This design comes from an exercise in tuning for small area, a short achievable clock period and few clock cycles on the open sky130 flow, not from production work.
RTL that was checked went through simulation tests only; none was proved equivalent to the original.
No activity file was given, so power comes from the tool's default toggle rates.

==> job 3513: inputs <==
Design sap1, start of the top module:
module sap1(
    input        clk,
    input        clr,
    input        prog_we,
    input  [3:0] prog_addr,
    input  [7:0] prog_data,
    output [7:0] OUT,
    output       out_valid,
    output       halted,
    output [7:0] ACC
    );
==> module pcounter, before the edit <==
module pcounter(
    input            clk,
    input            clr,
    input            cp,
    output reg [3:0] pc
    );
    always @(posedge clk)
        if (clr)
            pc <= 4'd1;
        else if (cp)
            pc <= pc + 4'd1;
endmodule
==> module controller, before the edit <==
module controller(
    input  [3:0] op,        
    input  [3:0] nop,       
    output       lda,
    output       add,
    output       sub,
    output       out,
    output       hlt,       
    output       hlt_next   
    );
    assign lda = (op == 4'h0);
    assign add = (op == 4'h1);
    assign sub = (op == 4'h2);
    assign out = (op == 4'he);
    assign hlt = (op == 4'hf);
    assign hlt_next = hlt || ((nop == 4'hf) && !out);
endmodule
==> module sap1, before the edit <==
module sap1(
    input        clk,
    input        clr,
    input        prog_we,
    input  [3:0] prog_addr,
    input  [7:0] prog_data,
    output [7:0] OUT,
    output       out_valid,
    output       halted,
    output [7:0] ACC
    );
    reg  [7:0] ir;
    reg  [7:0] a_reg;
    reg        hlt_r;
    reg        ov_r;
    wire [3:0] pc;
    wire [7:0] inst_data;
    wire [7:0] opnd;
    wire       lda, add, sub, out, hlt, hlt_next;
    wire [7:0] mem0;
    ram ram (
        .clk(clk),
        .we(prog_we),
        .wa(prog_addr),
        .wd(prog_data),
        .ia(pc),
        .id(inst_data),
        .oa(ir[3:0]),
        .od(opnd),
        .d0(mem0)
    );
    controller controller (
        .op(ir[7:4]),
        .nop(inst_data[7:4]),
        .lda(lda),
        .add(add),
        .sub(sub),
        .out(out),
        .hlt(hlt),
        .hlt_next(hlt_next)
    );
    wire run = !hlt_r;
    pcounter program_counter (
        .clk(clk),
        .clr(clr),
        .cp(run),
        .pc(pc)
    );
    wire wr0 = prog_we && (prog_addr == 4'd0);
    always @(posedge clk)
        if (clr)
            ir <= wr0 ? prog_data : mem0;
        else if (run)
            ir <= inst_data;
    wire [7:0] a_in  = lda ? 8'd0 : a_reg;
    wire [7:0] b_in  = sub ? ~opnd : opnd;
    wire [7:0] a_sum = a_in + b_in + {7'd0, sub};
    always @(posedge clk)
        if (clr)
            a_reg <= 8'd0;
        else if (run && (lda || add || sub))
            a_reg <= a_sum;
    always @(posedge clk)
        if (clr)
            hlt_r <= 1'b0;
        else if (run && hlt_next)
            hlt_r <= 1'b1;
    always @(posedge clk)
        if (clr)
            ov_r <= 1'b0;
        else
            ov_r <= run && out;
    assign OUT = a_reg;
    assign ACC = a_reg;
    assign out_valid = ov_r;
    assign halted = hlt_r;
endmodule
clock: 4.0 ns
lec_check: 0
cap_margin: 20
core_margin: 2
core_utilization: 40
slew_margin: 20
run.sh (not shown) runs the stock make flow with config.mk's settings and CLKGATE_MAP_FILE= SYNTH_SCRIPT=/design/flow/synth_recipe.tcl, a recipe that flattens the netlist after the stock synthesis.
==> job 8514: changes against job 3513 <==
--- a/flow/design.v
+++ b/flow/design.v
@@ -9,3 +9,3 @@
             pc <= 4'd1;
-        else if (cp)
+        else
             pc <= pc + 4'd1;
@@ -32,4 +32,3 @@
 module controller(
-    input  [3:0] op,        
-    input  [3:0] nop,       
+    input  [3:0] op,
     output       lda,
@@ -38,4 +37,3 @@
     output       out,
-    output       hlt,       
-    output       hlt_next   
+    output       hlt
     );
@@ -46,3 +44,2 @@
     assign hlt = (op == 4'hf);
-    assign hlt_next = hlt || ((nop == 4'hf) && !out);
 endmodule
@@ -59,3 +56,5 @@
     );
-    reg  [7:0] ir;
+    reg  [7:0] f_ir;      
+    reg        e_alu, e_lda, e_sub, e_out, e_hlt;   
+    reg  [7:0] opnd;      
     reg  [7:0] a_reg;
@@ -65,5 +64,5 @@
     wire [7:0] inst_data;
-    wire [7:0] opnd;
-    wire       lda, add, sub, out, hlt, hlt_next;
+    wire [7:0] opnd_data;
     wire [7:0] mem0;
+    wire       lda, add, sub, out, hlt;
     ram ram (
@@ -75,4 +74,4 @@
         .id(inst_data),
-        .oa(ir[3:0]),
-        .od(opnd),
+        .oa(f_ir[3:0]),
+        .od(opnd_data),
         .d0(mem0)
@@ -80,4 +79,3 @@
     controller controller (
-        .op(ir[7:4]),
-        .nop(inst_data[7:4]),
+        .op(f_ir[7:4]),
         .lda(lda),
@@ -86,4 +84,3 @@
         .out(out),
-        .hlt(hlt),
-        .hlt_next(hlt_next)
+        .hlt(hlt)
     );
@@ -92,3 +89,3 @@
         .clk(clk),
-        .clr(clr),
+        .clr(load0),
         .cp(run),
@@ -96,11 +93,22 @@
     );
-    wire wr0 = prog_we && (prog_addr == 4'd0);
+    reg stale0;
     always @(posedge clk)
-        if (clr)
-            ir <= wr0 ? prog_data : mem0;
-        else if (run)
-            ir <= inst_data;
-    wire [7:0] a_in  = lda ? 8'd0 : a_reg;
-    wire [7:0] b_in  = sub ? ~opnd : opnd;
-    wire [7:0] a_sum = a_in + b_in + {7'd0, sub};
+        stale0 <= clr && prog_we && (prog_addr == 4'd0);
+    wire load0 = clr || stale0;
+    always @(posedge clk)
+        if (load0)
+            f_ir <= mem0;
+        else
+            f_ir <= inst_data;
+    always @(posedge clk)
+        begin
+            e_alu <= !load0 && (lda || add || sub);
+            e_lda <= lda;
+            e_sub <= sub;
+            e_out <= !load0 && out;
+            e_hlt <= !load0 && hlt;
+            opnd  <= opnd_data;
+        end
+    wire [7:0] b_in  = e_sub ? ~opnd : opnd;
+    wire [7:0] a_sum = e_lda ? opnd : a_reg + b_in + {7'd0, e_sub};
     always @(posedge clk)
@@ -108,4 +116,5 @@
             a_reg <= 8'd0;
-        else if (run && (lda || add || sub))
+        else if (run && e_alu)
             a_reg <= a_sum;
+    wire hlt_next = e_hlt || (hlt && !e_out && !stale0);
     always @(posedge clk)
@@ -119,3 +128,3 @@
         else
-            ov_r <= run && out;
+            ov_r <= run && e_out;
     assign OUT = a_reg;
==> flow/flow/run.sh (new file) <==
#!/bin/bash
# Standard layout, with the port buffers made of plain buffers, cell sizing
# free to change a cell's footprint, and clock tree synthesis without dummy
# loads.
set -euo pipefail
bash standard.sh MATCH_CELL_FOOTPRINT=0 \
    "BUFFER_PORTS_ARGS=-buffer_cell sky130_fd_sc_hd__buf_1" \
    "CTS_ARGS=-sink_clustering_enable -repair_clock_nets -sink_clustering_size 40 -buf_list sky130_fd_sc_hd__clkbuf_8 -dont_use_dummy_load" \
    REMOVE_ABC_BUFFERS=1 \
    finish > standard.log 2>&1
==> flow/standard.sh (new file) <==
#!/bin/bash
# synth_recipe.tcl (not shown) runs the flow's synth.tcl, then flattens the netlist and writes it again
# the make line also repeats each setting of config.mk as NAME=value (left out here)
make -C /OpenROAD-flow-scripts/flow DESIGN_CONFIG=/design/flow/config.mk WORK_HOME=/design/flow/orfs CLKGATE_MAP_FILE= SYNTH_SCRIPT=/design/flow/synth_recipe.tcl "${@:-finish}"
CORE_UTILIZATION = 60   (was 40)
CTS_BUF_LIST = sky130_fd_sc_hd__clkbuf_8   (was default)
CTS_CLUSTER_SIZE = 40   (was default)
SETUP_SLACK_MARGIN = 2.0   (was default)
removed: flow/run.sh
==> job 1669: changes against job 3513 <==
--- a/flow/design.v
+++ b/flow/design.v
@@ -32,4 +32,3 @@
 module controller(
-    input  [3:0] op,        
-    input  [3:0] nop,       
+    input  [3:0] op,
     output       lda,
@@ -38,4 +37,3 @@
     output       out,
-    output       hlt,       
-    output       hlt_next   
+    output       hlt
     );
@@ -46,3 +44,2 @@
     assign hlt = (op == 4'hf);
-    assign hlt_next = hlt || ((nop == 4'hf) && !out);
 endmodule
@@ -59,3 +56,6 @@
     );
-    reg  [7:0] ir;
+    reg  [7:0] f_ir;      
+    reg        e_valid;   
+    reg        e_lda, e_add, e_sub, e_out, e_hlt;
+    reg  [7:0] opnd;      
     reg  [7:0] a_reg;
@@ -65,5 +65,5 @@
     wire [7:0] inst_data;
-    wire [7:0] opnd;
-    wire       lda, add, sub, out, hlt, hlt_next;
+    wire [7:0] opnd_data;
     wire [7:0] mem0;
+    wire       lda, add, sub, out, hlt;
     ram ram (
@@ -75,4 +75,4 @@
         .id(inst_data),
-        .oa(ir[3:0]),
-        .od(opnd),
+        .oa(f_ir[3:0]),
+        .od(opnd_data),
         .d0(mem0)
@@ -80,4 +80,3 @@
     controller controller (
-        .op(ir[7:4]),
-        .nop(inst_data[7:4]),
+        .op(f_ir[7:4]),
         .lda(lda),
@@ -86,4 +85,3 @@
         .out(out),
-        .hlt(hlt),
-        .hlt_next(hlt_next)
+        .hlt(hlt)
     );
@@ -99,8 +97,22 @@
         if (clr)
-            ir <= wr0 ? prog_data : mem0;
+            f_ir <= wr0 ? prog_data : mem0;
         else if (run)
-            ir <= inst_data;
-    wire [7:0] a_in  = lda ? 8'd0 : a_reg;
-    wire [7:0] b_in  = sub ? ~opnd : opnd;
-    wire [7:0] a_sum = a_in + b_in + {7'd0, sub};
+            f_ir <= inst_data;
+    always @(posedge clk)
+        if (clr)
+            e_valid <= 1'b0;
+        else if (run)
+            e_valid <= 1'b1;
+    always @(posedge clk)
+        if (run) begin
+            e_lda <= lda;
+            e_add <= add;
+            e_sub <= sub;
+            e_out <= out;
+            e_hlt <= hlt;
+            opnd  <= opnd_data;
+        end
+    wire [7:0] a_in  = e_lda ? 8'd0 : a_reg;
+    wire [7:0] b_in  = e_sub ? ~opnd : opnd;
+    wire [7:0] a_sum = a_in + b_in + {7'd0, e_sub};
     always @(posedge clk)
@@ -108,4 +120,6 @@
             a_reg <= 8'd0;
-        else if (run && (lda || add || sub))
+        else if (run && e_valid && (e_lda || e_add || e_sub))
             a_reg <= a_sum;
+    wire e_outv = e_valid && e_out;
+    wire hlt_next = (e_valid && e_hlt) || (hlt && !e_outv);
     always @(posedge clk)
@@ -119,3 +133,3 @@
         else
-            ov_r <= run && out;
+            ov_r <= run && e_outv;
     assign OUT = a_reg;
ABC_CLOCK_PERIOD_IN_PS = 1000   (was default)
==> summary of the runs <==
Register-to-register slack: job 8514 > job 1669 > job 3513. In job 3513 the first-iteration DRC count is larger than in job 1669, by about 22%. The highest power belongs to job 1669, the lowest to job 8514. Area after synthesis: job 1669 is larger than job 8514 (3.4%). Non-clock buffer count: job 3513 > job 8514 > job 1669. Between job 1669 and job 3513, the lower count of clock-buffer cells in the layout is in job 3513 (gap 3). Worst setup slack, highest first: job 8514, job 1669, job 3513. Against job 1669, the routed wire length of job 8514 is smaller by 1.4%. Hold slack: job 8514 < job 3513 < job 1669. Between job 1669 and job 3513, the lower design area is in job 3513 (gap 4.5%, measured against job 3513).
Testbench counts of job 3513, summed over its fixed seeds: cycles 7,603.
Testbench counts of job 1669, summed over its fixed seeds: cycles 7,923.
For job 8514, only the layout was checked, not whether the RTL still works.

static timing again, ports no longer ideal:
How much do the figures lean on ideal ports? The routed layouts below were timed once more, with nothing changed but the port constraints.
Step 1: set_driving_cell puts a clkbuf_16 on clk and a buf_2 on each other input, an assumption about the parent block.
Step 2 also shifts input and output timing later by t, the mid clock arrival at the registers, as if the neighbouring blocks saw the same clock.
Three values: no drivers, after step 1, after step 2; two values: the first two.
run	t, ns	setup WS [ns]	slew at the worst register clock pin (ns)
job 3513	0.470	0.524 / 0.524 / 0.524	0.07 / 0.07
job 8514	0.487	1.956 / 1.956 / 1.627	0.08 / 0.08
job 1669	0.472	1.224 / 1.244 / 0.772	0.06 / 0.06
After both steps every run listed still meets setup and hold. The setup slack of job 1669, which loses most, moves by +0.020 ns with the drivers and by -0.452 ns with both steps.
